Background: an optimization exercise with open tools, aiming at small area, a short achievable clock period and few clock cycles. Do not read the settings as production practice. Only simulation tests tie the RTL to the original design; equivalence was not proved.

==> config.mk <==
export PLATFORM = sky130hd
export DESIGN_NAME = code_converter_top
export DESIGN_NICKNAME = code_converter_top
export VERILOG_FILES = /design/flow/design.v
export SDC_FILE = /design/flow/constraint.sdc
export NUM_CORES = 4
export LEC_CHECK = 0
export ABC_AREA = 1
export CAP_MARGIN = 20
export CORE_MARGIN = 2
export CORE_UTILIZATION = 40
export CTS_BUF_LIST = sky130_fd_sc_hd__clkbuf_8
export SETUP_SLACK_MARGIN = 2.9
export SLEW_MARGIN = 20
==> constraint.sdc <==
create_clock -name core_clock -period 6.5 [get_ports {clk}]
set_input_delay 1.3000 -clock core_clock [delete_from_list [all_inputs] [get_ports {clk}]]
set_output_delay 1.3000 -clock core_clock [all_outputs]
set_load 0.01 [all_outputs]
==> design.v <==
`timescale 1ns/1ps
module bin2gray #(parameter WIDTH = 32)(
  input  wire [WIDTH-1:0] bin,
  output wire [WIDTH-1:0] gray
);
  assign gray = bin ^ (bin >> 1);
endmodule
`timescale 1ns/1ps
module gray2bin #(parameter WIDTH = 32)(
  input  wire [WIDTH-1:0] gray,
  output reg  [WIDTH-1:0] bin
);
  integer s, j;
  always @(*) begin
    bin = gray;
    for (s = 1; s < WIDTH; s = s * 2)
      for (j = 2*s-1; j < WIDTH; j = j + 2*s)
        bin[WIDTH-1-j] = bin[WIDTH-1-j] ^ bin[WIDTH-1-(j-s)];
    for (s = WIDTH / 4; s >= 1; s = s / 2)
      for (j = 3*s-1; j < WIDTH; j = j + 2*s)
        bin[WIDTH-1-j] = bin[WIDTH-1-j] ^ bin[WIDTH-1-(j-s)];
  end
endmodule
`timescale 1ns/1ps
module nibble_add #(parameter DIGITS = 10, parameter K = 3)(
  input  wire [DIGITS*4-1:0] x,
  output reg  [DIGITS*4-1:0] y
);
  integer i;
  always @(*)
    for (i = 0; i < DIGITS; i = i + 1)
      y[4*i +: 4] = x[4*i +: 4] + K[3:0];
endmodule
`timescale 1ns/1ps
module bin2bcd_dd(
  input  wire [28:0] w,
  input  wire [7:0]  p,
  output wire [39:0] o
);
  function [3:0] add3(input [3:0] d);
    begin
      add3[3] = d[3] | (d[2] & (d[1] | d[0]));
      add3[2] = (d[2] & ~d[1] & ~d[0]) | (d[3] & d[0]);
      add3[1] = (d[1] & (~d[2] | d[0])) | (d[3] & ~d[0]);
      add3[0] = (~d[3] & ~d[2] & d[0]) | (d[2] & d[1] & ~d[0]) | (d[3] & ~d[0]);
    end
  endfunction
  function [39:0] dstep(input [39:0] x, input b);
    integer i;
    reg c;
    reg [3:0] f;
    begin
      c = b;
      for (i = 0; i < 10; i = i + 1) begin
        f = add3(x[4*i +: 4]);
        dstep[4*i +: 4] = {f[2:0], c};
        c = f[3];
      end
    end
  endfunction
  function [39:0] dd8(input [39:0] x, input [7:0] p);
    integer j;
    reg [39:0] t;
    begin
      t = x;
      for (j = 7; j >= 0; j = j - 1)
        t = dstep(t, p[j]);
      dd8 = t;
    end
  endfunction
  assign o = dd8({11'd0, w}, p);
endmodule
module bin2bcd_first(
  input  wire [23:0] b,
  output wire [1:0]  z,
  output wire [28:0] o
);
  function [3:0] add3(input [3:0] d);
    begin
      add3[3] = d[3] | (d[2] & (d[1] | d[0]));
      add3[2] = (d[2] & ~d[1] & ~d[0]) | (d[3] & d[0]);
      add3[1] = (d[1] & (~d[2] | d[0])) | (d[3] & ~d[0]);
      add3[0] = (~d[3] & ~d[2] & d[0]) | (d[2] & d[1] & ~d[0]) | (d[3] & ~d[0]);
    end
  endfunction
  function [39:0] dstep(input [39:0] x, input b);
    integer i;
    reg c;
    reg [3:0] f;
    begin
      c = b;
      for (i = 0; i < 10; i = i + 1) begin
        f = add3(x[4*i +: 4]);
        dstep[4*i +: 4] = {f[2:0], c};
        c = f[3];
      end
    end
  endfunction
  function [39:0] dd8(input [39:0] x, input [7:0] p);
    integer j;
    reg [39:0] t;
    begin
      t = x;
      for (j = 7; j >= 0; j = j - 1)
        t = dstep(t, p[j]);
      dd8 = t;
    end
  endfunction
  wire       n0 = (b[23:16] != 8'd0), n1 = (b[15:8] != 8'd0);
  assign z = n0 ? 2'd0 : n1 ? 2'd1 : 2'd2;
  wire [7:0]  p = b[23:16] | ({8{~n0}} & (b[15:8] | {8{~n1}} & b[7:0]));
  wire [39:0] t = dd8(40'd0, p);
  assign o = t[28:0];
endmodule
`timescale 1ns/1ps
module bcd2bin_v3(
  input  wire [11:0] d,
  output wire [10:0] v
);
  function [10:0] m100(input [3:0] x);
    begin
      case (x)
        4'd0:  m100 = 11'd0;    4'd1:  m100 = 11'd100;
        4'd2:  m100 = 11'd200;  4'd3:  m100 = 11'd300;
        4'd4:  m100 = 11'd400;  4'd5:  m100 = 11'd500;
        4'd6:  m100 = 11'd600;  4'd7:  m100 = 11'd700;
        4'd8:  m100 = 11'd800;  4'd9:  m100 = 11'd900;
        4'd10: m100 = 11'd1000; 4'd11: m100 = 11'd1100;
        4'd12: m100 = 11'd1200; 4'd13: m100 = 11'd1300;
        4'd14: m100 = 11'd1400; default: m100 = 11'd1500;
      endcase
    end
  endfunction
  function [7:0] m10(input [3:0] x);
    begin
      case (x)
        4'd0:  m10 = 8'd0;    4'd1:  m10 = 8'd10;
        4'd2:  m10 = 8'd20;   4'd3:  m10 = 8'd30;
        4'd4:  m10 = 8'd40;   4'd5:  m10 = 8'd50;
        4'd6:  m10 = 8'd60;   4'd7:  m10 = 8'd70;
        4'd8:  m10 = 8'd80;   4'd9:  m10 = 8'd90;
        4'd10: m10 = 8'd100;  4'd11: m10 = 8'd110;
        4'd12: m10 = 8'd120;  4'd13: m10 = 8'd130;
        4'd14: m10 = 8'd140;  default: m10 = 8'd150;
      endcase
    end
  endfunction
  wire [10:0] x = m100(d[11:8]);
  wire [10:0] y = {3'd0, m10(d[7:4])};
  wire [10:0] w = {7'd0, d[3:0]};
  wire [10:0] s = x ^ y ^ w;
  wire [10:0] c = {(x[9:0] & y[9:0]) | (x[9:0] & w[9:0]) | (y[9:0] & w[9:0]), 1'b0};
  reg [10:0] g, p, g2, p2;
  integer l, i;
  always @(*) begin
    g = s & c;
    p = s ^ c;
    for (l = 1; l < 11; l = l * 2) begin
      g2 = g;
      p2 = p;
      for (i = 0; i < 11; i = i + 1)
        if (i & l) begin
          g2[i] = g[i] | (p[i] & g[(i & ~(l - 1)) - 1]);
          p2[i] = p[i] & p[(i & ~(l - 1)) - 1];
        end
      g = g2;
      p = p2;
    end
  end
  assign v = s ^ c ^ {g[9:0], 1'b0};
endmodule
module bcd2bin_groups(
  input  wire [39:0] d,
  output wire [1:0]  z,
  output wire [10:0] a,
  output wire [10:0] v1,
  output wire [10:0] v2,
  output wire [10:0] v3
);
  bcd2bin_v3 u_v1 (.d(d[35:24]), .v(v1));
  bcd2bin_v3 u_v2 (.d(d[23:12]), .v(v2));
  bcd2bin_v3 u_v3 (.d(d[11:0]),  .v(v3));
  assign z = (d[39:36] != 4'd0) ? 2'd0 : (d[35:24] != 12'd0) ? 2'd1 : 2'd2;
  assign a = (z == 2'd0) ? {7'd0, d[39:36]} : (z == 2'd1) ? v1 : v2;
endmodule
`timescale 1ns/1ps
module code_converter_top #(
  parameter WIDTH  = 32,
  parameter DIGITS = 10
)(
  input  wire                   clk,
  input  wire                   rst,
  input  wire                   start,
  input  wire [2:0]             opcode,
  input  wire [WIDTH-1:0]       bin_in,
  input  wire [WIDTH-1:0]       gray_in,
  input  wire [DIGITS*4-1:0]    bcd_in,
  input  wire [DIGITS*4-1:0]    ex3_in,
  output reg  [WIDTH-1:0]       bin_out,
  output reg  [WIDTH-1:0]       gray_out,
  output reg  [DIGITS*4-1:0]    bcd_out,
  output reg  [DIGITS*4-1:0]    ex3_out,
  output wire                   busy,
  output wire                   done
);
  function [3:0] add3(input [3:0] d);
    begin
      add3[3] = d[3] | (d[2] & (d[1] | d[0]));
      add3[2] = (d[2] & ~d[1] & ~d[0]) | (d[3] & d[0]);
      add3[1] = (d[1] & (~d[2] | d[0])) | (d[3] & ~d[0]);
      add3[0] = (~d[3] & ~d[2] & d[0]) | (d[2] & d[1] & ~d[0]) | (d[3] & ~d[0]);
    end
  endfunction
  function [39:0] dstep(input [39:0] x, input b);
    integer i;
    reg c;
    reg [3:0] f;
    begin
      c = b;
      for (i = 0; i < 10; i = i + 1) begin
        f = add3(x[4*i +: 4]);
        dstep[4*i +: 4] = {f[2:0], c};
        c = f[3];
      end
    end
  endfunction
  function [39:0] dd8(input [39:0] x, input [7:0] p);
    integer j;
    reg [39:0] t;
    begin
      t = x;
      for (j = 7; j >= 0; j = j - 1)
        t = dstep(t, p[j]);
      dd8 = t;
    end
  endfunction
  function [63:0] csa(input [31:0] x, input [31:0] y, input [31:0] z);
    begin
      csa = {((x & y) | (x & z) | (y & z)) << 1, x ^ y ^ z};
    end
  endfunction
  function [31:0] horner(input [23:0] a, input [10:0] p);
    reg [63:0] s1, s2;
    begin
      s1 = csa({a[21:0], 10'd2}, ~{4'd0, a, 4'd0}, ~{5'd0, a, 3'd0});
      s2 = csa(s1[31:0], s1[63:32], {21'd0, p});
      horner = s2[31:0] + s2[63:32];
    end
  endfunction
  reg       mid, last;
  reg       isb2d;   
  reg [1:0] idx;
  wire op_multi = (opcode[2:1] == 2'b01);
  assign done = last | (start & ~op_multi);
  assign busy = mid;
  wire [1:0]  z2, z3;
  wire [28:0] w0;
  wire [10:0] a0, v1, v2, v3;
  bin2bcd_first  u_f2 (.b(bin_in[31:8]), .z(z2), .o(w0));
  bcd2bin_groups u_f3 (.d(bcd_in), .z(z3), .a(a0), .v1(v1), .v2(v2), .v3(v3));
  wire [1:0] z = opcode[0] ? z3 : z2;
  wire [1:0] k = (mid ? idx : z) + 2'd1;
  always @(posedge clk or posedge rst) begin
    if (rst) begin
      mid   <= 1'b0;
      last  <= 1'b0;
      isb2d <= 1'b0;
      idx   <= 2'd0;
    end else if (mid) begin
      idx <= idx + 2'd1;
      if (idx == 2'd2) begin
        mid  <= 1'b0;
        last <= 1'b1;
      end
    end else if (last) begin
      last <= 1'b0;
    end else if (start & op_multi) begin
      isb2d <= ~opcode[0];
      idx   <= z + 2'd1;
      if (z == 2'd2) last <= 1'b1;
      else           mid  <= 1'b1;
    end
  end
  reg [28:0] W;    
  reg [7:0]  P;    
  reg [23:0] A;    
  reg [10:0] Q;    
  wire [39:0] dd_run = dd8({11'd0, W}, P);
  wire [31:0] acc    = horner(A, Q);
  always @(posedge clk) begin
    P <= (k == 2'd1) ? bin_in[23:16] : (k == 2'd2) ? bin_in[15:8] : bin_in[7:0];
    Q <= (k == 2'd1) ? v1 : (k == 2'd2) ? v2 : v3;
    if (mid) begin
      W <= dd_run[28:0];
      A <= acc[23:0];
    end else begin
      W <= w0;
      A <= {13'd0, a0};
    end
  end
  wire [WIDTH-1:0]    gray_c, bin_c;
  wire [DIGITS*4-1:0] ex3_c, bcd_c;
  bin2gray #(WIDTH) u_b2g (.bin(bin_in), .gray(gray_c));
  gray2bin #(WIDTH) u_g2b (.gray(gray_in), .bin(bin_c));
  nibble_add #(DIGITS, 3)  u_b2e (.x(bcd_in), .y(ex3_c));
  nibble_add #(DIGITS, 13) u_e2b (.x(ex3_in), .y(bcd_c));
  always @(posedge clk or posedge rst) begin
    if (rst) begin
      bin_out  <= {WIDTH{1'b0}};
      gray_out <= {WIDTH{1'b0}};
      bcd_out  <= {DIGITS*4{1'b0}};
      ex3_out  <= {DIGITS*4{1'b0}};
    end else begin
      if (start & (opcode == 3'd0)) gray_out <= gray_c;
      if (start & (opcode == 3'd1)) bin_out <= bin_c;
      else if (last & ~isb2d)      bin_out <= acc;
      if (start & (opcode == 3'd5)) bcd_out <= bcd_c;
      else if (last & isb2d)       bcd_out <= dd_run;
      if (start & (opcode == 3'd4)) ex3_out <= ex3_c;
    end
  end
endmodule
==> flow/run.sh <==
#!/bin/bash
# The standard flow (standard.sh), except that the port buffers are plain
# buffers instead of the delay cells buffer_ports picks by default, and CTS
# adds no dummy loads.
set -euo pipefail
export BUFFER_PORTS_ARGS="-buffer_cell sky130_fd_sc_hd__buf_1"
export CTS_ARGS="-sink_clustering_enable -repair_clock_nets -dont_use_dummy_load -buf_list sky130_fd_sc_hd__clkbuf_8"
bash standard.sh > standard.log 2>&1
==> standard.sh <==
#!/bin/bash
# synth_recipe.tcl (not shown) runs the flow's synth.tcl, then flattens the netlist and writes it again
# the make line also repeats each setting of config.mk as NAME=value (left out here)
make -C /OpenROAD-flow-scripts/flow DESIGN_CONFIG=/design/flow/config.mk WORK_HOME=/design/flow/orfs CLKGATE_MAP_FILE= SYNTH_SCRIPT=/design/flow/synth_recipe.tcl "${@:-finish}"
==> out/qor.csv, run 1 <==
metric;value;unit
outcome;timing/DRC/antenna clean;
first-pass GRT wire length;94.6;mm
#FFs+latches synth;221;
skew final;0.0743;ns
Max Cap Violations;0;
Reg-to-Reg Start;A[7];
buffer levels on the longest clock path;3;
R2R depth;17;
RSZ-0062 raised after global routing;true;
core box area;48800;um2
transition time at the pin with the least slew margin;0.844;ns
Synth Area per Inst;6.78;um2
hold endpoint;gray_out[16];
total track usage;22.9;%
initial antenna violation count;3;
# fillers;5041;
Hold Violations, Final;0;
Final min period;3.49;ns
GP Congestion;0.912;
hold slack;0.471;ns
total number of vias;19700;
Row Count;81;
Syn. warnings;6;
Multi-input gate area;13500;um2
top-area cell type share of the netlist area;18.9;%
CP required;7.02;ns
critical path peak fanout;5;
Reg-to-Reg End;bin_out[21];
Async SR Flop Fraction;67.4;%
Seq/Total Area, Yosys;26.2;%
# placed instances;3829;
DIE AREA;51100;um2
CP Class;in -> reg;
diode count;0;
GRT overflow;0;
max-slew violations;0;
Die Span Y;226;um
Synth Flop Type;dfrtp_1;
clock latency (worst-skew pair);0.63;ns
Die W;226;um
Setup Viol. Count Final;0;
r2r setup slk;3.08;ns
clk slew on worst S/H paths;0.05;ns
Worst Setup End Kind;register;
Yosys top cell by area;dfrtp_1;
layout cells sized above 1;13.6;%
final WL;59.1;mm
CTS buffer count;43;
Hold Path Depth;2;
largest net degree at the start of global routing;150;
Final ANT Viol Nets;0;
Hold Path Class;reg -> reg;
CTS tree;yes;
Total Neg Setup Slack;0;ns
CTS Hold Bufs;0;
EDFF count, synth;0;
starting density of the core;40.4;%
Sequential cell area;5180;um2
IO buf count;295;
vias per cell;5.03;
Root Buffer;clkbuf_8;
Slew HR;43.7;%
Post-Syn Instances;2911;
arrival time worst endpoint;4.02;ns
fmax;286;MHz
Post-Syn Area;19700;um2
htree depth;2;
Synth area leaders;dfrtp_1 19%, nand2_1 16%, ha_1 8.9%;
clock sinks;221;
DR WL/cell;15.1;um
Post-Layout Cell Count;3911;
Ports;296;
hpwl dp;45.8;mm
final period utilization;53.7;%
vias in the first global route;19100;
fin nets;3577;
CP startpoint kind;input pin;
1st-pass router iterations;5;
residual DRC count;0;
Layout area overhead;17.5;%
syn_nets;3239;
worst min-delay path startpoint;gray_out[16];
synth unique cells;57;
DR iter-0 viols;979;
[critical path: stages]
cell and delay [ns]:
clkbuf_4 0.15, inv_4 0.04, ha_4 0.23, o21ai_2 0.13
xor2_1 0.18, ha_2 0.31, ha_1 0.21, a21oi_4 0.14
o21ai_2 0.08, a21o_1 0.18, a21oi_2 0.14, inv_1 0.08
fa_2 0.55, nand2_1 0.08, o21ai_2 0.06, nand2_1 0.06
o21ai_1 0.09
[per-layer routing]
metal	up-vias	track usage, %	share of wire, %
li1	10100	-	-
met1	9051	28.9	45
met2	422	39.4	47
met3	117	4.35	5.1
met4	6	7.41	2.8
met5	-	0	0.080
[cell usage in the layout (no fill, tap or decap), types with 51 or more instances in the layout]
master	n
inv_1	320
buf_4	51
xor2_1	72
dfrtp_1	149
nand2_1	851
o21ai_0	157
inv_2	66
nor2_1	189
xnor2_1	68
ha_1	124
buf_1	269
nand2_2	61
nand3_1	213
a21oi_1	99
dfxtp_1	65
[area by class of cell]
cell class	count	area share [%]
tap	664	3.59
clock buffer	43	2.55
inverter	399	6.67
multi-input combinational	2239	58.1
timing repair buffer	345	6.72
sequential	221	22.4
[flip-flops by register name, indices dropped and copies added (netlist names)]
signal / flops
bin_out: 32
P: 8
A: 24
mid: 1
idx: 2
W: 29
bcd_out: 40
isb2d: 1
last: 1
Q: 11
gray_out: 32
ex3_out: 40
[how the worst max path moves through the flow]
stage | from | depth (start not counted) | end | slack [ns]
floorplan | bcd_in[4] | 19 | Q[8] | 2.69
global placement | bcd_in[28] | 17 | Q[9] | 1.78
detailed placement | bcd_in[28] | 15 | Q[8] | 1.63
CTS | bin_in[19] | 25 | W[3] | 2.90
global route | bin_in[18] | 22 | W[4] | 2.84
finish | bcd_in[17] | 17 | A[8] | 3.01
[logic make-up after synthesis]
logic type | Yosys count | synth area share [%]
buffers and inverters | 451 | 8.62
adders and majority gates | 178 | 12.7
AOI/OAI and AO/OA | 482 | 14.6
and+or+nand+nor | 1429 | 30.8
xor gates and xnor gates | 150 | 7.00
DFF | 221 | 26.2
[cell usage after synthesis (all sizes together) (12+ instances only)]
cell type / count
inv: 395
xnor2: 74
xor2: 76
o211ai: 26
nor2: 227
nand2: 919
a22oi: 13
ha: 140
nand4: 27
a21oi: 125
o21ai: 235
dfxtp: 72
dfrtp: 149
clkbuf: 49
o22ai: 23
o221ai: 12
nand3: 231
fa: 38
[through the flow]
stage               area [um2]  worst slack (ns)  utilization, %
detailed placement       21700              1.63            44.5
global placement         21700              1.78            44.5
finish                   23200              3.01            47.4
global route             23200              2.84            47.4
floorplan                19900              2.69               -
CTS                      22500              2.90            46.0
[timing repair]
action / 4_1_cts / 5_1_grt
setup buffers: 8 / 31
gates resized for setup: 36 / 152
pin swaps: 9 / 52
endpoints found under the setup margin: 44 / 43
Testbench counts, summed over its fixed seeds: cycles 5,632.
==> run 2, diff against run 1 <==
--- a/config.mk
+++ b/config.mk
@@ -10,5 +10,5 @@
 export CORE_MARGIN = 2
 export CORE_UTILIZATION = 40
 export CTS_BUF_LIST = sky130_fd_sc_hd__clkbuf_8
-export SETUP_SLACK_MARGIN = 2.9
+export SETUP_SLACK_MARGIN = 2.8
 export SLEW_MARGIN = 20
==> run 2 against run 1 <==
Die area unchanged; clock-buffer cell count unchanged; core utilization down 0.91 points; critical endpoint is now Q[9]; flip-flop and latch count unchanged.
==> out/qor.csv, run 2 <==
metric;value;unit;change
initial antenna violation count;5;;+2
DR WL/cell;15.0;um;-0.54%
Row Count;81;;unchanged
clock sinks;221;;unchanged
max-slew violations;0;;unchanged
#FFs+latches synth;221;;unchanged
Ports;296;;unchanged
Post-synth top cells;865 x nand2_1, 349 x inv_1, 218 x nand3_1;;
Hold Path Class;reg -> reg;;
RSZ-0062 raised after global routing;true;;
CTS buffer count;43;;unchanged
first-pass GRT wire length;92.8;mm;-1.9%
hold slack;0.473;ns;+0.00172 ns
arrival time worst endpoint;4.04;ns;+0.02 ns
layout cells sized above 1;11.4;%;-2.2 points
most common cell after layout, fill and taps aside;nand2_1;;
synth unique cells;57;;unchanged
Final Instance Area;22700;um2;-1.9%
IO buf count;295;;unchanged
CTS Hold Bufs;0;;unchanged
Total Neg Setup Slack;0;ns;unchanged
htree depth;2;;unchanged
most frequent cells in the layout;860 x nand2_1, 328 x inv_1, 272 x buf_1, 217 x nand3_1, 195 x nor2_1;;
Seq/Total Area, Yosys;26.2;%;unchanged
CTS tree;yes;;
clk slew on worst S/H paths;0.05;ns;about the same
skew final;0.0520;ns;-0.0223 ns
DR iter-0 viols;970;;-0.92%
Yosys top cell by area;dfrtp_1;;
worst min-delay path startpoint;gray_out[18];;
CP startpoint;bcd_in[17];;
Synth area leaders;dfrtp_1 19%, nand2_1 16%, ha_1 8.9%;;
count leader, synth;nand2_1;;
1st-pass router iterations;6;;+1
fin util;46.5;%;-0.91 points
Synth Area per Inst;6.78;um2;unchanged
total track usage;22.6;%;-0.34 points
vias in the first global route;18800;;-1.4%
Post-Syn Area;19700;um2;unchanged
CP startpoint kind;input pin;;
# fillers;5030;;-0.22%
residual DRC count;0;;unchanged
buffer levels on the longest clock path;3;;unchanged
critical path peak fanout;5;;unchanged
EDFF count, synth;0;;unchanged
Die W;226;um;unchanged
Setup Viol. Count Final;0;;unchanged
GRT overflow;0;;unchanged
vias per cell;5.02;;-0.19%
Syn. warnings;6;;unchanged
starting density of the core;40.4;%;unchanged
Worst Setup End Kind;register;;
Placement Cell Area;21700;um2;about the same
Final ANT Viol Nets;0;;unchanged
DIE AREA;51100;um2;unchanged
final period utilization;54.6;%;+0.85 points
outcome;timing/DRC/antenna clean;;
Hold Violations, Final;0;;unchanged
largest net degree at the start of global routing;78;;-48%
hpwl dp;46.5;mm;+1.4%
biggest regs;bcd_out (40), ex3_out (40);;
transition time at the pin with the least slew margin;0.853;ns;+0.00908 ns
top-area cell type share of the netlist area;18.9;%;unchanged
Max Cap Violations;0;;unchanged
Post-Syn Instances;2911;;unchanged
Final min period;3.55;ns;+0.0550 ns
Reg-to-Reg Start;A[2];;
fmax;282;MHz;-1.5%
total number of vias;19500;;-0.68%
Root Buffer;clkbuf_8;;
CP required;7.00;ns;-0.02 ns
core box area;48800;um2;unchanged
Synth Flop Type;dfrtp_1;;
Layout area overhead;15.2;%;
final WL;58.5;mm;-1.0%
GP Congestion;0.906;;-0.65%
Slew HR;43.1;%;-0.61 points
Die Span Y;226;um;unchanged
clock latency (worst-skew pair);0.61;ns;-0.02 ns
syn_nets;3239;;unchanged
Async SR Flop Fraction;67.4;%;unchanged
fin nets;3556;;-0.59%
CP Class;in -> reg;;
-- run 2: path summary, 6_finish.rpt --
check | cells past startpoint | slack [ns] | endpoint
min in group asynchronous | 2 | 0.66 | bcd_out[34]
hold / removal | 2 | 0.47 | gray_out[18]
hold reg to reg | 2 | 0.47 | gray_out[18]
setup reg to reg | 22 | 2.96 | bin_out[23]
max in group asynchronous | 3 | 4.68 | ex3_out[17]
setup / recovery | 18 | 2.95 | Q[9]
-- run 2: layout make-up --
class                      instances  area (um2)  share of cell area (%)
antenna                            2        5.00                  0.0220
clock buffer                      43         592                    2.60
inverter                         399        1550                    6.81
multi-input combinational       2239       13200                    58.1
sequential                       221        5170                    22.8
tap                              664         831                    3.66
timing repair buffer             324        1380                    6.09
-- run 2: metal layers --
layer	GRT usage, %	up-vias	part of all wire (%)
li1	-	10000	-
met1	28.7	8868	45
met2	37.9	491	46
met3	4.19	128	5.5
met4	8.85	6	3.4
met5	0	-	0.074
-- run 2: cell families after synthesis --
group	count (synthesis)	share of synthesized area (%)
AND/OR/NAND/NOR	1429	30.8
AO/OA/AOI/OAI	482	14.6
XOR/XNOR	150	7.00
adder cells (fa/ha/maj)	178	12.7
flip-flops	221	26.2
buffers and inverters	451	8.62
-- run 2: repair_timing --
item                       4_1_cts  5_1_grt
pin swaps                        1       21
buffers inserted                 4       12
setup endpoints to repair       39       50
resized for setup               19       90
-- run 2: critical path, stage by stage --
cell and delay, ns:
clkbuf_4 0.16, inv_4 0.04, ha_4 0.23, o21ai_2 0.11, xor2_1 0.17, ha_1 0.27, ha_1 0.28, nand2_1 0.08
o21ai_2 0.07, a21o_1 0.18, a21oi_1 0.14, inv_1 0.09, fa_2 0.37, xnor2_2 0.23, buf_4 0.14, o21ai_1 0.05
nand2_1 0.06, nand2_1 0.05
-- run 2: metrics by stage --
stage / cells / worst slack (ns)
CTS: 3877 / 2.78
finish: 3892 / 2.95
detailed placement: 3830 / 1.71
global route: 3891 / 2.72
global placement: 3830 / 1.85
floorplan: 2911 / 2.69
==> run 3, diff against run 2 <==
==> flow/run.sh (replaced) <==
#!/bin/bash
# The standard flow (standard.sh), except that the port buffers are plain
# buffers instead of the delay cells buffer_ports picks by default, and CTS
# adds no dummy loads.
set -euo pipefail
export BUFFER_PORTS_ARGS="-buffer_cell sky130_fd_sc_hd__buf_1"
export CTS_ARGS="-sink_clustering_enable -repair_clock_nets -dont_use_dummy_load -buf_list sky130_fd_sc_hd__clkbuf_8 -sink_clustering_size 16 -sink_clustering_max_diameter 80"
bash standard.sh > standard.log 2>&1
==> run 3 against run 2 <==
Clock-buffer cell count fell by 21; synthesized cell count did not move; wire length fell by 0.92%; largest cell class unchanged; first-iteration DRC count rose by 4.3%; hold slack improved by 0.0094 ns; sequential share of layout area rose by 0.32 points.
==> out/qor.csv, run 3 <==
metric;value;unit;change
CP startpoint kind;input pin;;
Setup Viol. Count Final;0;;unchanged
Final min period;3.55;ns;+0.00241 ns
total number of vias;19400;;-0.80%
Layout area overhead;13.7;%;
Post-synth top cells;865 x nand2_1, 349 x inv_1, 218 x nand3_1;;
Synth Flop Type;dfrtp_1;;
Die W;226;um;unchanged
fin nets;3535;;-0.59%
core box area;48800;um2;unchanged
WP buf/inv;3;;-1
vias per cell;5.00;;-0.26%
Multi-input gate area;13200;um2;unchanged
critical path peak fanout;5;;unchanged
CP Class;in -> reg;;
hpwl dp;46.5;mm;unchanged
worst min-delay path startpoint;gray_out[18];;
Hold Path Class;reg -> reg;;
#FFs+latches synth;221;;unchanged
Hold Violations, Final;0;;unchanged
# fillers;5074;;+0.87%
starting density of the core;40.4;%;unchanged
EDFF count, synth;0;;unchanged
total track usage;22.2;%;-0.39 points
CP required;6.99;ns;about the same
Synth area leaders;dfrtp_1 19%, nand2_1 16%, ha_1 8.9%;;
pre-CTS WS;1.71;ns;unchanged
cell family with most CP delay;adder cells;;
layout cells sized above 1;10.9;%;-0.58 points
final period utilization;54.6;%;about the same
r2r setup slk;2.97;ns;about the same
buffer levels on the longest clock path;3;;unchanged
most common cell after layout, fill and taps aside;nand2_1;;
CTS Hold Bufs;0;;unchanged
Row Count;81;;unchanged
Total Neg Setup Slack;0;ns;unchanged
Seq/Total Area, Yosys;26.2;%;unchanged
transition time at the pin with the least slew margin;0.854;ns;+0.00130 ns
GRT overflow;0;;unchanged
Worst Setup Slack, final;2.95;ns;-0.00241 ns
Die Span Y;226;um;unchanged
Async SR Flop Fraction;67.4;%;unchanged
Reg-to-Reg Start;A[1];;
Root Buffer;clkbuf_8;;
GRT Max-Usage Layer;met2;;
DR iter-0 viols;1012;;+4.3%
Post-Syn Area;19700;um2;unchanged
skew final;0.0763;ns;+0.0244 ns
Max Cap Violations;0;;unchanged
Worst Setup End Kind;register;;
synth unique cells;57;;unchanged
hold endpoint;gray_out[18];;
clock latency (worst-skew pair);0.60;ns;about the same
CTS tree;yes;;
syn_nets;3239;;unchanged
count leader, synth;nand2_1;;
arrival time worst endpoint;4.04;ns;about the same
Hold Path Depth;2;;unchanged
Reg-to-Reg End;bin_out[23];;
Syn. warnings;6;;unchanged
residual DRC count;0;;unchanged
largest net degree at the start of global routing;78;;unchanged
max-slew violations;0;;unchanged
DR WL/cell;15.0;um;-0.38%
first-pass GRT wire length;91.9;mm;-0.97%
RSZ-0062 raised after global routing;true;;
DIE AREA;51100;um2;unchanged
1st-pass router iterations;7;;+1
Post-Syn Instances;2911;;unchanged
hold slack;0.482;ns;+0.00938 ns
GR met1 Demand/Resource;28.7;%;-0.033 points
final WL;57.9;mm;-0.92%
Synth Area per Inst;6.78;um2;unchanged
Sequential cell area;5180;um2;about the same
clock sinks;221;;unchanged
Slowest-stage cell, CP;fa_2;;
top-area cell type share of the netlist area;18.9;%;unchanged
crit-path max cell delay;0.37;ns;about the same
CTS buffer count;22;;-49%
fmax;282;MHz;about the same
htree depth;1;;-1
outcome;timing/DRC/antenna clean;;
most frequent cells in the layout;860 x nand2_1, 329 x inv_1, 272 x buf_1, 218 x nand3_1, 195 x nor2_1;;
initial antenna violation count;5;;unchanged
Yosys top cell by area;dfrtp_1;;
Slew HR;43.0;%;-0.086 points
Final ANT Viol Nets;0;;unchanged
fin util;45.9;%;-0.59 points
clk slew on worst S/H paths;0.12;ns;+0.07 ns
GP Congestion;0.906;;unchanged
IO buf count;295;;unchanged
biggest regs;bcd_out (40), ex3_out (40);;
Critical Path, Cell by Cell;buf_2 > inv_4 > ha_4 > o21ai_2 > xor2_1 > ha_1 > ha_1 > nand2_1 > o21ai_2 > a21o_1 > a21oi_1 > inv_1 > fa_2 > xnor2_2 > nand2_1 > nand3_1 > o22ai_2;;
met2 GRT Util;38.0;%;+0.040 points
vias in the first global route;18600;;-1.1%
Ports;296;;unchanged
R2R depth;22;;unchanged
met3 Use GR;3.29;%;-0.90 points
run 3: worst max path at each step:
stage / startpoint / endpoint / slack (ns) / cells after the start
6_report: bcd_in[17] / A[9] / 2.95 / 17
5_1_grt: A[1] / bin_out[23] / 2.73 / 22
4_1_cts: A[2] / bin_out[23] / 2.79 / 22
3_5_place_dp: bcd_in[28] / Q[8] / 1.71 / 15
3_3_place_gp: bcd_in[28] / Q[0] / 1.85 / 16
2_1_floorplan: bcd_in[4] / Q[8] / 2.69 / 19
run 3: kinds of logic (layout without fill, tap and decap cells):
logic type / count (synthesis) / in the layout / synth area share [%]
simple gates: 1429 / 1429 / 30.8
compound gates: 482 / 482 / 14.6
buf+inv: 451 / 745 / 8.62
flops: 221 / 221 / 26.2
fa+ha+maj: 178 / 178 / 12.7
xor+xnor: 150 / 150 / 7.00
other cells: 0 / 2 / 0
run 3: timing repair:
action | in CTS | in global routing
resized for setup | 20 | 88
endpoints found under the setup margin | 39 | 47
pin swaps | 2 | 16
buffers inserted | 5 | 11
run 3: layout make-up:
class	count	share of cell area [%]
diodes	2	0.0223
clock buffers	22	1.35
inverters	399	6.89
multi-input cells	2239	58.8
flip-flops and latches	221	23.1
well taps	664	3.70
repair buffers	324	6.15
run 3: stage by stage:
step | area (um2) | std cells
after floorplan | 19900 | 2911
after global placement | 21700 | 3830
after detailed placement | 21700 | 3830
after CTS | 22100 | 3857
after global routing | 22400 | 3870
final | 22400 | 3871
run 3: worst min-delay path, cell delays in order, from the launching register on:
cell and delay, ns:
dfrtp_1 0.36, nand2_1 0.05, nand2_1 0.04
run 3: routing by layer:
metal,part of all wire [%],wire length [um],up-vias
met5,0.078,45,-
met4,3.1,1780,6
met3,5.0,2880,107
met2,47,27100,418
met1,45,26200,8860
li1,-,-,9973
==> run 4, diff against run 3 <==
==> flow/run.sh (replaced) <==
#!/bin/bash
# The standard flow (standard.sh), except that the port buffers are plain
# buffers instead of the delay cells buffer_ports picks by default, and CTS
# adds no dummy loads.
set -euo pipefail
export BUFFER_PORTS_ARGS="-buffer_cell sky130_fd_sc_hd__buf_1"
export CTS_ARGS="-sink_clustering_enable -repair_clock_nets -dont_use_dummy_load -buf_list sky130_fd_sc_hd__clkbuf_8 -sink_clustering_size 14 -sink_clustering_max_diameter 70"
bash standard.sh > standard.log 2>&1
==> run 4 against run 3 <==
Still clean; die area unchanged; clock-buffer cell count up 5; wire length up 0.25%; critical path depth unchanged; core utilization up 0.13 points; final cell count about the same; first-iteration DRC count down 6.9%; synthesized area unchanged; largest cell class unchanged.
==> out/qor.csv, run 4 <==
metric;value;unit;change
outcome;timing/DRC/antenna clean;;
Placement Cell Area;21700;um2;unchanged
Yosys top cell by area;dfrtp_1;;
Total Neg Setup Slack;0;ns;unchanged
Max Cap Violations;0;;unchanged
skew final;0.0985;ns;+0.0222 ns
IO buf count;295;;unchanged
cell family with most CP delay;adder cells;;
RSZ-0062 raised after global routing;true;;
largest net degree at the start of global routing;78;;unchanged
fin util;46.1;%;+0.13 points
Final Instance Area;22500;um2;+0.28%
htree depth;1;;unchanged
GRT overflow;0;;unchanged
Post-synth top cells;865 x nand2_1, 349 x inv_1, 218 x nand3_1;;
vias in the first global route;18600;;+0.11%
Synth area leaders;dfrtp_1 19%, nand2_1 16%, ha_1 8.9%;;
Row Count;81;;unchanged
count leader, synth;nand2_1;;
Layout area overhead;14.0;%;
Hold Path Class;reg -> reg;;
clk slew on worst S/H paths;0.11;ns;about the same
Post-Syn Area;19700;um2;unchanged
CTS tree;yes;;
Hold Violations, Final;0;;unchanged
transition time at the pin with the least slew margin;0.858;ns;+0.00342 ns
Die W;226;um;unchanged
Setup Viol. Count Final;0;;unchanged
Post-Layout Cell Count;3874;;+0.077%
Reg-to-Reg Start;A[0];;
crit-path max cell delay;0.37;ns;about the same
starting density of the core;40.4;%;unchanged
syn_nets;3239;;unchanged
Reg-to-Reg End;bin_out[23];;
fmax;282;MHz;+0.21%
Ports;296;;unchanged
1st-pass router iterations;5;;-2
Final ANT Viol Nets;0;;unchanged
critical path peak fanout;7;;+2
CP Class;in -> reg;;
total number of vias;19400;;+0.10%
GP Congestion;0.906;;unchanged
Worst Setup Slack, final;2.96;ns;+0.00737 ns
layout cells sized above 1;10.8;%;-0.10 points
crit path to;A[9];;
max-slew violations;0;;unchanged
Worst path depth;17;;unchanged
# placed instances;3830;;unchanged
CP required;7.03;ns;+0.04 ns
core box area;48800;um2;unchanged
final WL;58.1;mm;+0.25%
Slew HR;42.8;%;-0.23 points
CP startpoint kind;input pin;;
Synth Flop Type;dfrtp_1;;
Slowest-stage cell, CP;fa_2;;
most frequent cells in the layout;860 x nand2_1, 329 x inv_1, 279 x buf_1, 217 x nand3_1, 196 x nor2_1;;
CP startpoint;bcd_in[16];;
R2R depth;18;;-18%
Post-Syn Instances;2911;;unchanged
hold slack;0.477;ns;-0.00540 ns
DR iter-0 viols;942;;-6.9%
arrival time worst endpoint;4.07;ns;+0.03 ns
residual DRC count;0;;unchanged
clock latency (worst-skew pair);0.65;ns;+0.05 ns
Root Buffer;clkbuf_8;;
buffer levels on the longest clock path;3;;unchanged
vias per cell;5.00;;about the same
clock sinks;221;;unchanged
hpwl dp;46.5;mm;unchanged
EDFF count, synth;0;;unchanged
WP buf/inv;3;;unchanged
pre-CTS WS;1.71;ns;unchanged
Seq/Total Area, Yosys;26.2;%;unchanged
Syn. warnings;6;;unchanged
first-pass GRT wire length;92.0;mm;+0.18%
DIE AREA;51100;um2;unchanged
total track usage;22.3;%;+0.042 points
most common cell after layout, fill and taps aside;nand2_1;;
r2r setup slk;2.98;ns;about the same
Async SR Flop Fraction;67.4;%;unchanged
Die Span Y;226;um;unchanged
initial antenna violation count;5;;unchanged
biggest regs;bcd_out (40), ex3_out (40);;
DR WL/cell;15.0;um;+0.17%
CTS Hold Bufs;0;;unchanged
fin nets;3537;;+0.057%
Synth Area per Inst;6.78;um2;unchanged
top-area cell type share of the netlist area;18.9;%;unchanged
Final min period;3.54;ns;-0.00737 ns
final period utilization;54.5;%;-0.11 points
Worst Setup End Kind;register;;
Critical Path, Cell by Cell;clkbuf_2 > inv_4 > ha_4 > o21ai_2 > xor2_1 > ha_1 > ha_1 > nand2_1 > o21ai_2 > a21o_1 > a21oi_1 > inv_1 > fa_2 > xnor2_2 > nand2_1 > nand3_1 > o22ai_1;;
CTS buffer count;27;;+23%
synth unique cells;57;;unchanged
#FFs+latches synth;221;;unchanged
[run 4: cell counts after synthesis]
Identical to the previous run, type by type.
[run 4: worst reg2reg max path, delay by kind of cell, from the launching register on]
family	cells	cell delay [ns]
buf+inv	2	0.09
simple gates	6	0.54
fa+ha+maj	3	1.34
compound gates	7	1.03
flops	1	0.38
[run 4: cells by family (layout without fill, tap and decap cells)]
| logic type | Yosys count | count (layout) | synth area share, % |
|---|---|---|---|
| adder cells (fa/ha/maj) | 178 | 178 | 12.7 |
| AND/OR/NAND/NOR | 1429 | 1429 | 30.8 |
| buffers and inverters | 451 | 747 | 8.62 |
| flip-flops | 221 | 221 | 26.2 |
| AO/OA/AOI/OAI | 482 | 482 | 14.6 |
| other | 0 | 3 | 0 |
| XOR/XNOR | 150 | 150 | 7.00 |
[run 4: cell type report]
| type | count | area (um2) |
|---|---|---|
| Antenna cell | 3 | 7.51 |
| Clock buffer | 27 | 372 |
| Fill cell | 5069 | 26400 |
| Inverter | 399 | 1550 |
| Multi-Input combinational cell | 2239 | 13200 |
| Sequential cell | 221 | 5180 |
| Tap cell | 664 | 831 |
| Timing Repair Buffer | 321 | 1340 |
[run 4: how the worst min path moves through the flow]
stage	end	from	cells past startpoint	slack, ns
global route	gray_out[22]	gray_out[22]	2	0.50
floorplan	W[0]	P[0]	2	0.43
CTS	ex3_out[30]	ex3_out[30]	2	0.48
detailed placement	gray_out[18]	gray_out[18]	2	0.46
global placement	ex3_out[30]	ex3_out[30]	2	0.46
finish	ex3_out[30]	ex3_out[30]	2	0.48
[run 4: metal layers]
| layer | vias to the layer above | global-route usage (%) | wire length, um |
|---|---|---|---|
| met5 | - | 0 | 27 |
| met4 | 4 | 7.07 | 1860 |
| met3 | 108 | 3.53 | 2960 |
| met2 | 430 | 38.0 | 27100 |
| met1 | 8861 | 28.7 | 26100 |
| li1 | 9981 | - | - |
[run 4: what timing repair did]
| item | CTS | global route |
|---|---|---|
| setup buffers | 4 | 9 |
| setup endpoints to repair | 36 | 51 |
| gates resized for setup | 16 | 86 |
| pin swaps | 2 | 16 |
==> run 5, diff against run 4 <==
==> flow/run.sh (replaced) <==
#!/bin/bash
# The standard flow (standard.sh), except that the port buffers are plain
# buffers instead of the delay cells buffer_ports picks by default, and CTS
# adds no dummy loads.
set -euo pipefail
export BUFFER_PORTS_ARGS="-buffer_cell sky130_fd_sc_hd__buf_1"
export CTS_ARGS="-sink_clustering_enable -repair_clock_nets -dont_use_dummy_load -buf_list sky130_fd_sc_hd__clkbuf_8 -sink_clustering_size 12 -sink_clustering_max_diameter 60"
bash standard.sh > standard.log 2>&1
--- a/config.mk
+++ b/config.mk
@@ -10,5 +10,5 @@
 export CORE_MARGIN = 2
 export CORE_UTILIZATION = 40
 export CTS_BUF_LIST = sky130_fd_sc_hd__clkbuf_8
-export SETUP_SLACK_MARGIN = 2.8
+export SETUP_SLACK_MARGIN = 2.7
 export SLEW_MARGIN = 20
==> run 5 against run 4 <==
Critical endpoint is now W[3]; die area did not move; core utilization decreased by 0.46 points; sequential share of layout area is 0.21 points higher; wire length fell by 0.74%; cell area decreased by 1.0%.
==> out/qor.csv, run 5 <==
metric;value;unit;change
arrival time worst endpoint;4.14;ns;+0.07 ns
fmax;273;MHz;-3.4%
Hold Violations, Final;0;;unchanged
Placement Cell Area;21600;um2;-0.40%
Final ANT Viol Nets;0;;unchanged
Critical Path, Cell by Cell;buf_1 > inv_1 > ha_1 > nand4_1 > inv_2 > nand2_1 > nand2_1 > a21oi_4 > nand2_2 > nand2_1 > nor2_2 > inv_1 > o211ai_1 > nor2_1 > a21oi_1 > nor2_1 > a21oi_2 > nor2_1 > clkinv_1 > o22ai_1 > o21a_1;;
count leader, synth;nand2_1;;
vias in the first global route;18800;;+0.96%
Root Buffer;clkbuf_8;;
clock sinks;221;;unchanged
Final min period;3.67;ns;+0.124 ns
Slowest-stage cell, CP;a21oi_1;;
Die Span Y;226;um;unchanged
most common cell after layout, fill and taps aside;nand2_1;;
total number of vias;19500;;+0.36%
R2R depth;17;;-1
DIE AREA;51100;um2;unchanged
transition time at the pin with the least slew margin;0.852;ns;-0.00582 ns
initial antenna violation count;4;;-1
Synth Area per Inst;6.78;um2;unchanged
Worst Setup End Kind;register;;
Synth area leaders;dfrtp_1 19%, nand2_1 16%, ha_1 8.9%;;
htree depth;1;;unchanged
skew final;0.0557;ns;-0.0428 ns
Async SR Flop Fraction;67.4;%;unchanged
Slew HR;43.1;%;+0.32 points
Final Instance Area;22300;um2;-1.0%
residual DRC count;0;;unchanged
r2r setup slk;2.91;ns;-0.07 ns
Die W;226;um;unchanged
most frequent cells in the layout;861 x nand2_1, 339 x inv_1, 286 x buf_1, 218 x nand3_1, 196 x nor2_1;;
Reg-to-Reg End;bin_out[21];;
crit-path max cell delay;0.30;ns;-0.07 ns
syn_nets;3239;;unchanged
GP Congestion;0.905;;-0.13%
DR WL/cell;14.9;um;-0.58%
DR iter-0 viols;1084;;+15%
Setup Viol. Count Final;0;;unchanged
CP startpoint kind;input pin;;
final WL;57.6;mm;-0.74%
Ports;296;;unchanged
max-slew violations;0;;unchanged
Post-synth top cells;865 x nand2_1, 349 x inv_1, 218 x nand3_1;;
pre-CTS WS;1.71;ns;+0.00771 ns
CP Class;in -> reg;;
Row Count;81;;unchanged
hpwl dp;46.0;mm;-1.0%
Seq/Total Area, Yosys;26.2;%;unchanged
#FFs+latches synth;221;;unchanged
Post-Syn Instances;2911;;unchanged
CP required;6.97;ns;-0.06 ns
buffer levels on the longest clock path;3;;unchanged
Total Neg Setup Slack;0;ns;unchanged
Hold Path Depth;2;;unchanged
Hold Path Class;reg -> reg;;
core box area;48800;um2;unchanged
hold endpoint;gray_out[30];;
Layout area overhead;12.9;%;
CTS buffer count;29;;+7.4%
synth unique cells;57;;unchanged
clk slew on worst S/H paths;0.05;ns;-0.06 ns
1st-pass router iterations;7;;+2
IO buf count;295;;unchanged
total track usage;22.3;%;+0.067 points
vias per cell;5.03;;+0.51%
CTS tree;yes;;
RSZ-0062 raised after global routing;true;;
first-pass GRT wire length;93.0;mm;+1.0%
critical path peak fanout;5;;-2
fin nets;3533;;-0.11%
outcome;timing/DRC/antenna clean;;
Reg-to-Reg Start;A[6];;
GRT overflow;0;;unchanged
Syn. warnings;6;;unchanged
EDFF count, synth;0;;unchanged
starting density of the core;40.4;%;unchanged
fin util;45.6;%;-0.46 points
Worst Setup Slack, final;2.83;ns;-0.124 ns
Max Cap Violations;0;;unchanged
final period utilization;56.4;%;+1.9 points
# placed instances;3830;;unchanged
Post-Syn Area;19700;um2;unchanged
clock latency (worst-skew pair);0.61;ns;-0.04 ns
biggest regs;bcd_out (40), ex3_out (40);;
Synth Flop Type;dfrtp_1;;
CTS Hold Bufs;0;;unchanged
top-area cell type share of the netlist area;18.9;%;unchanged
Yosys top cell by area;dfrtp_1;;
layout cells sized above 1;9.33;%;-1.4 points
largest net degree at the start of global routing;150;;+92%
worst min-delay path startpoint;gray_out[30];;
Post-Layout Cell Count;3868;;-0.15%
==> run 5: cell counts after synthesis <==
No cell type changed its count.
==> run 5: timing repair <==
item / CTS / global route
gates cloned: 0 / 1
endpoints found under the setup margin: 27 / 44
buffers inserted: 0 / 7
resized for setup: 9 / 62
pin swaps: 1 / 10
==> run 5: area by class of cell <==
class	instances	area (um2)
diodes	1	2.50
clock buffers	29	399
fillers	5072	26600
inverters	399	1520
multi-input cells	2239	13100
flip-flops and latches	221	5170
well taps	664	831
repair buffers	314	1280
repair inverters	1	5.00
==> run 5: worst max path at each step <==
stage	start	end	slack (ns)	depth (start not counted)
after floorplan	bcd_in[28]	A[9]	2.69	17
after global placement	bcd_in[28]	Q[9]	1.82	17
after detailed placement	bcd_in[28]	Q[9]	1.71	17
after CTS	A[1]	bin_out[21]	2.67	20
after global routing	bin_in[16]	W[3]	2.62	24
final	bin_in[16]	W[3]	2.83	21
==> run 5: kinds of logic (layout without fill, tap and decap cells) <==
family,after synthesis,after routing,synth area share (%)
AO/OA/AOI/OAI,482,482,14.6
AND/OR/NAND/NOR,1429,1429,30.8
buffers and inverters,451,743,8.62
adder cells (fa/ha/maj),178,178,12.7
flip-flops,221,221,26.2
XOR/XNOR,150,150,7.00
other,0,1,0
==> run 5: layer usage <==
| metal | vias to the layer above | track usage, % | routed length, um |
|---|---|---|---|
| met5 | - | 0 | 43 |
| met4 | 6 | 5.86 | 1440 |
| met3 | 104 | 3.49 | 2860 |
| met2 | 456 | 39.1 | 27500 |
| met1 | 8929 | 28.5 | 25800 |
| li1 | 9958 | - | - |
==> run 5: critical path, delay by kind of cell <==
kind,cells,cell delay [ns]
compound gates,6,1.08
fa+ha+maj,1,0.16
buf+inv,5,0.53
simple gates,9,1.04
==> run 5: through the flow <==
step           hold slack [ns]
2_1_floorplan            0.429
3_3_place_gp             0.456
3_5_place_dp             0.462
4_1_cts                  0.475
5_1_grt                  0.496
6_report                 0.469
==> run 6, diff against run 5 <==
--- a/config.mk
+++ b/config.mk
@@ -10,5 +10,5 @@
 export CORE_MARGIN = 2
 export CORE_UTILIZATION = 40
 export CTS_BUF_LIST = sky130_fd_sc_hd__clkbuf_8
-export SETUP_SLACK_MARGIN = 2.7
+export SETUP_SLACK_MARGIN = 2.9
 export SLEW_MARGIN = 20
==> run 6 against run 5 <==
Still clean on timing, DRC and antenna; first-iteration DRC count is 16% lower; die area did not move; critical path type unchanged.
==> out/qor.csv, run 6 <==
metric;value;unit;change
total track usage;22.6;%;+0.24 points
syn_nets;3239;;unchanged
hold endpoint;gray_out[26];;
initial antenna violation count;3;;-1
r2r setup slk;3.06;ns;+0.15 ns
GRT overflow;0;;unchanged
DR WL/cell;15.0;um;+0.70%
CTS tree;yes;;
# placed instances;3829;;-0.026%
Synth area leaders;dfrtp_1 19%, nand2_1 16%, ha_1 8.9%;;
starting density of the core;40.4;%;unchanged
Hold Violations, Final;0;;unchanged
Seq/Total Area, Yosys;26.2;%;unchanged
final period utilization;53.6;%;-2.8 points
count leader, synth;nand2_1;;
outcome;timing/DRC/antenna clean;;
Async SR Flop Fraction;67.4;%;unchanged
1st-pass router iterations;5;;-2
diode count;0;;-1
Final ANT Viol Nets;0;;unchanged
Hold Path Class;reg -> reg;;
Synth Area per Inst;6.78;um2;unchanged
transition time at the pin with the least slew margin;0.845;ns;-0.00681 ns
Root Buffer;clkbuf_8;;
Slew HR;43.6;%;+0.45 points
most frequent cells in the layout;854 x nand2_1, 323 x inv_1, 274 x buf_1, 213 x nand3_1, 189 x nor2_1;;
biggest regs;bcd_out (40), ex3_out (40);;
first-pass GRT wire length;93.6;mm;+0.63%
#FFs+latches synth;221;;unchanged
EDFF count, synth;0;;unchanged
DR iter-0 viols;909;;-16%
buffer levels on the longest clock path;3;;unchanged
vias in the first global route;18900;;+0.91%
clock sinks;221;;unchanged
critical path peak fanout;5;;unchanged
Layout area overhead;15.6;%;
Reg-to-Reg Start;A[2];;
fin nets;3553;;+0.57%
clk slew on worst S/H paths;0.07;ns;+0.02 ns
fin util;46.7;%;+1.1 points
Post-Syn Area;19700;um2;unchanged
Total Neg Setup Slack;0;ns;unchanged
largest net degree at the start of global routing;150;;unchanged
Final min period;3.48;ns;-0.183 ns
CP required;6.97;ns;about the same
residual DRC count;0;;unchanged
Die W;226;um;unchanged
htree depth;1;;unchanged
Post-Layout Cell Count;3887;;+0.49%
total number of vias;19500;;+0.46%
Ports;296;;unchanged
Synth Flop Type;dfrtp_1;;
top-area cell type share of the netlist area;18.9;%;unchanged
CTS buffer count;28;;-3.4%
synth unique cells;57;;unchanged
arrival time worst endpoint;3.95;ns;-0.19 ns
hpwl dp;45.8;mm;-0.37%
Post-Syn Instances;2911;;unchanged
Max Cap Violations;0;;unchanged
vias per cell;5.03;;about the same
clock latency (worst-skew pair);0.64;ns;+0.03 ns
Hold Path Depth;2;;unchanged
final WL;58.3;mm;+1.2%
CP Class;in -> reg;;
Post-synth top cells;865 x nand2_1, 349 x inv_1, 218 x nand3_1;;
most common cell after layout, fill and taps aside;nand2_1;;
R2R depth;23;;+6
worst min-delay path startpoint;gray_out[26];;
skew final;0.0658;ns;+0.0101 ns
Syn. warnings;6;;unchanged
RSZ-0062 raised after global routing;true;;
DIE AREA;51100;um2;unchanged
GP Congestion;0.912;;+0.78%
fmax;287;MHz;+5.3%
Setup Viol. Count Final;0;;unchanged
Worst Setup End Kind;register;;
max-slew violations;0;;unchanged
IO buf count;295;;unchanged
Row Count;81;;unchanged
CP startpoint kind;input pin;;
core box area;48800;um2;unchanged
Yosys top cell by area;dfrtp_1;;
layout cells sized above 1;12.6;%;+3.3 points
Die Span Y;226;um;unchanged
Reg-to-Reg End;bin_out[25];;
-- run 6: cell counts after synthesis --
No cell type changed its count.
-- run 6: repair_timing --
item / in CTS / in global routing
endpoints found under the setup margin: 45 / 45
resized for setup: 35 / 130
hold buffers: 0 / 0
hold endpoints to repair: 0 / 0
buffers inserted: 9 / 21
pin swaps: 8 / 47
gates cloned: 0 / 0
-- run 6: layer usage --
| metal | part of all wire (%) | routed length, um | global-route usage (%) | vias to the layer above |
|---|---|---|---|---|
| li1 | - | - | - | 10000 |
| met1 | 45 | 26300 | 28.7 | 8995 |
| met2 | 47 | 27300 | 38.6 | 419 |
| met3 | 5.0 | 2890 | 3.98 | 121 |
| met4 | 3.1 | 1810 | 7.66 | 6 |
| met5 | 0.069 | 40 | 0 | - |
-- run 6: critical path, stage by stage --
cell,delay [ns]
clkbuf_4,0.15
inv_4,0.04
ha_4,0.23
o21ai_2,0.13
xor2_1,0.17
ha_1,0.27
ha_1,0.28
nand2_1,0.10
o21ai_2,0.08
a21o_1,0.19
a21oi_2,0.13
inv_1,0.07
fa_2,0.35
xnor2_2,0.19
nand2_1,0.07
nand3_1,0.08
o22ai_1,0.10
-- run 6: cells by family after synthesis --
| logic type | count (synthesis) | share of synthesized area, % |
|---|---|---|
| compound gates | 482 | 14.6 |
| xor+xnor | 150 | 7.00 |
| fa+ha+maj | 178 | 12.7 |
| buf+inv | 451 | 8.62 |
| flops | 221 | 26.2 |
| simple gates | 1429 | 30.8 |
-- run 6: worst max-delay path by stage --
| stage | start | to | cells past startpoint |
|---|---|---|---|
| finish | bcd_in[17] | A[9] | 17 |
| floorplan | bcd_in[4] | Q[8] | 19 |
| global placement | bcd_in[28] | Q[9] | 17 |
| CTS | A[2] | bin_out[23] | 22 |
| global route | A[8] | bin_out[24] | 17 |
| detailed placement | bcd_in[28] | Q[8] | 15 |
-- run 6: final cells by class --
| cell class | instances | area [um2] |
|---|---|---|
| tap | 664 | 831 |
| inverter | 399 | 1540 |
| fill | 5083 | 26000 |
| timing repair buffer | 336 | 1480 |
| clock buffer | 28 | 385 |
| sequential | 221 | 5180 |
| multi-input combinational | 2239 | 13400 |
-- run 6: through the flow --
step / cell area, um2 / setup WS [ns] / hold slack (ns)
after floorplan: 19900 / 2.69 / 0.429
after global placement: 21700 / 1.78 / 0.457
after detailed placement: 21700 / 1.63 / 0.460
after CTS: 22300 / 2.91 / 0.482
after global routing: 22800 / 2.85 / 0.503
final: 22800 / 3.02 / 0.479
==> run 7, diff against run 6 <==
--- a/config.mk
+++ b/config.mk
@@ -10,5 +10,5 @@
 export CORE_MARGIN = 2
 export CORE_UTILIZATION = 40
 export CTS_BUF_LIST = sky130_fd_sc_hd__clkbuf_8
-export SETUP_SLACK_MARGIN = 2.9
+export SETUP_SLACK_MARGIN = 2.8
 export SLEW_MARGIN = 20
==> run 7 against run 6 <==
Via count decreased by 0.61%; critical path type unchanged; synthesized area unchanged; highest routed layer unchanged; sequential share of layout area up 0.25 points; clock-buffer cell count is 2 higher.
==> out/qor.csv, run 7 <==
metric;value;unit;change
biggest regs;bcd_out (40), ex3_out (40);;
transition time at the pin with the least slew margin;0.858;ns;+0.0128 ns
initial antenna violation count;5;;+2
CP required;7.03;ns;+0.06 ns
first-pass GRT wire length;92.1;mm;-1.6%
skew final;0.0416;ns;-0.0242 ns
largest net degree at the start of global routing;78;;-48%
arrival time worst endpoint;4.09;ns;+0.14 ns
Setup Viol. Count Final;0;;unchanged
max-slew violations;0;;unchanged
Yosys top cell by area;dfrtp_1;;
clock sinks;221;;unchanged
Layout area overhead;14.2;%;
Reg-to-Reg Start;A[0];;
DR WL/cell;15.0;um;about the same
GRT overflow;0;;unchanged
total number of vias;19400;;-0.61%
Post-Syn Area;19700;um2;unchanged
Hold Path Class;reg -> reg;;
Row Count;81;;unchanged
# fillers;5066;;-0.33%
Async SR Flop Fraction;67.4;%;unchanged
Post-Syn Instances;2911;;unchanged
CP Class;in -> reg;;
DIE AREA;51100;um2;unchanged
total track usage;22.3;%;-0.30 points
r2r setup slk;2.99;ns;-0.07 ns
Final min period;3.56;ns;+0.0751 ns
buffer levels on the longest clock path;3;;unchanged
final period utilization;54.8;%;+1.2 points
residual DRC count;0;;unchanged
Worst Setup End Kind;register;;
Max Cap Violations;0;;unchanged
top-area cell type share of the netlist area;18.9;%;unchanged
clk slew on worst S/H paths;0.08;ns;about the same
outcome;timing/DRC/antenna clean;;
GP Congestion;0.906;;-0.65%
Total Neg Setup Slack;0;ns;unchanged
met3 Use GR;3.42;%;-0.56 points
#FFs+latches synth;221;;unchanged
vias in the first global route;18600;;-1.8%
Syn. warnings;6;;unchanged
htree depth;1;;unchanged
Hold Path Depth;2;;unchanged
fmax;281;MHz;-2.1%
IO buf count;295;;unchanged
GR met1 Demand/Resource;28.8;%;+0.17 points
met2 GRT Util;37.9;%;-0.68 points
most frequent cells in the layout;860 x nand2_1, 329 x inv_1, 276 x buf_1, 217 x nand3_1, 194 x nor2_1;;
syn_nets;3239;;unchanged
synth unique cells;57;;unchanged
hold endpoint;ex3_out[6];;
worst min-delay path startpoint;ex3_out[6];;
core box area;48800;um2;unchanged
final WL;58.1;mm;-0.34%
Slew HR;42.8;%;-0.79 points
CTS buffer count;30;;+7.1%
starting density of the core;40.4;%;unchanged
hpwl dp;46.5;mm;+1.4%
layout cells sized above 1;11.0;%;-1.6 points
Seq/Total Area, Yosys;26.2;%;unchanged
critical path peak fanout;7;;+2
clock latency (worst-skew pair);0.63;ns;about the same
Die Span Y;226;um;unchanged
Die W;226;um;unchanged
RSZ-0062 raised after global routing;true;;
Synth Area per Inst;6.78;um2;unchanged
Ports;296;;unchanged
Post-synth top cells;865 x nand2_1, 349 x inv_1, 218 x nand3_1;;
EDFF count, synth;0;;unchanged
DR iter-0 viols;900;;-0.99%
Synth Flop Type;dfrtp_1;;
GRT Max-Usage Layer;met2;;
CP startpoint kind;input pin;;
Synth area leaders;dfrtp_1 19%, nand2_1 16%, ha_1 8.9%;;
Hold Violations, Final;0;;unchanged
R2R depth;22;;-4.3%
Root Buffer;clkbuf_8;;
count leader, synth;nand2_1;;
most common cell after layout, fill and taps aside;nand2_1;;
CTS tree;yes;;
vias per cell;5.01;;-0.33%
1st-pass router iterations;5;;unchanged
Reg-to-Reg End;bin_out[25];;
fin nets;3540;;-0.37%
Final ANT Viol Nets;0;;unchanged
-- run 7: layout make-up --
class                      count  area [um2]  area share, %
antenna                        2        5.00         0.0222
inverter                     399        1550           6.86
clock buffer                  30         413           1.83
sequential                   221        5180           23.0
timing repair inverter         1        5.00         0.0222
timing repair buffer         320        1350           5.98
tap                          664         831           3.69
multi-input combinational   2239       13200           58.6
-- run 7: how the worst max path moves through the flow --
stage | startpoint | end | slack (ns) | depth (start not counted)
2_1_floorplan | bcd_in[4] | Q[8] | 2.69 | 19
3_3_place_gp | bcd_in[28] | Q[0] | 1.85 | 16
3_5_place_dp | bcd_in[28] | Q[8] | 1.71 | 15
4_1_cts | bin_in[18] | W[1] | 2.82 | 25
5_1_grt | bin_in[21] | W[1] | 2.76 | 27
6_report | bcd_in[16] | Q[9] | 2.94 | 18
-- run 7: critical path, cell delays in order --
cell      delay [ns]
clkbuf_4        0.17
inv_4           0.04
ha_4            0.26
o21ai_2         0.05
xor2_1          0.16
ha_1            0.32
ha_1            0.28
nand2_1         0.08
o21ai_2         0.07
a21o_1          0.20
a21oi_1         0.15
inv_1           0.09
fa_2            0.37
xnor2_2         0.22
buf_4           0.14
o21ai_1         0.05
nand2_1         0.06
nand2_1         0.05
-- run 7: metal layers --
metal	part of all wire, %	wire (um)
met1	45	26400
met2	46	27000
met3	4.9	2870
met4	3.1	1790
met5	0.065	38
-- run 7: metrics by stage --
step / instance area [um2] / hold WS [ns] / utilization, % / worst slack, ns / instances
final: 22500 / 0.475 / 46.1 / 2.94 / 3876
after global routing: 22500 / 0.495 / 46.1 / 2.76 / 3875
after CTS: 22200 / 0.481 / 45.4 / 2.82 / 3862
after detailed placement: 21700 / 0.461 / 44.5 / 1.71 / 3830
after global placement: 21700 / 0.457 / 44.5 / 1.85 / 3830
after floorplan: 19900 / 0.429 / - / 2.69 / 2911
-- run 7: kinds of logic after synthesis --
family / synth area share, %
simple gates: 30.8
compound gates: 14.6
buf+inv: 8.62
flops: 26.2
fa+ha+maj: 12.7
xor+xnor: 7.00
-- run 7: repair_timing --
item / 4_1_cts / 5_1_grt
buffers inserted: 2 / 10
endpoints found under the setup margin: 37 / 37
gates cloned: 0 / 1
pin swaps: 2 / 15
gates resized for setup: 18 / 90
hold buffers: 0 / 0

[what the ideal ports hide]
The flow's constraints put no driver on any port. The routed layouts listed below were extracted and timed again, unchanged, in two steps. Step 1 (the two cells are an assumption about what drives the block):
set clk [get_ports {clk}]
set_driving_cell -lib_cell sky130_fd_sc_hd__clkbuf_16 $clk
set_driving_cell -lib_cell sky130_fd_sc_hd__buf_2 [delete_from_list [all_inputs] $clk]
Step 2 times the ports against the registers' clock, not the clock port: input delays grow and output delays shrink by t, the midpoint of the rising clock arrivals with the driver on. Three values: ideal ports, drivers, drivers and shift; two values: the first two.
| run | t (ns) | setup slack, ns | latest minus earliest clock arrival (ns) | worst data-port slew with drivers (ns) | pins driven straight from the clock port |
|---|---|---|---|---|---|
| run 1 | 0.648 | 3.006 / 3.023 / 2.375 | 0.079 / 0.080 | 0.10 | 1 |
| run 2 | 0.636 | 2.951 / 2.963 / 2.336 | 0.055 / 0.054 | 0.10 | 1 |
| run 3 | 0.620 | 2.949 / 2.967 / 2.353 | 0.082 / 0.082 | 0.10 | 1 |
| run 4 | 0.657 | 2.956 / 2.977 / 2.319 | 0.110 / 0.109 | 0.10 | 1 |
| run 5 | 0.639 | 2.832 / 2.865 / 2.226 | 0.056 / 0.056 | 0.10 | 1 |
| run 6 | 0.659 | 3.016 / 3.036 / 2.377 | 0.070 / 0.069 | 0.10 | 1 |
| run 7 | 0.668 | 2.941 / 2.965 / 2.296 | 0.046 / 0.047 | 0.10 | 1 |
After both steps every run listed still meets setup and hold. For run 7, which loses most, drivers alone change the setup slack by +0.024 ns; drivers and shift together by -0.645 ns.
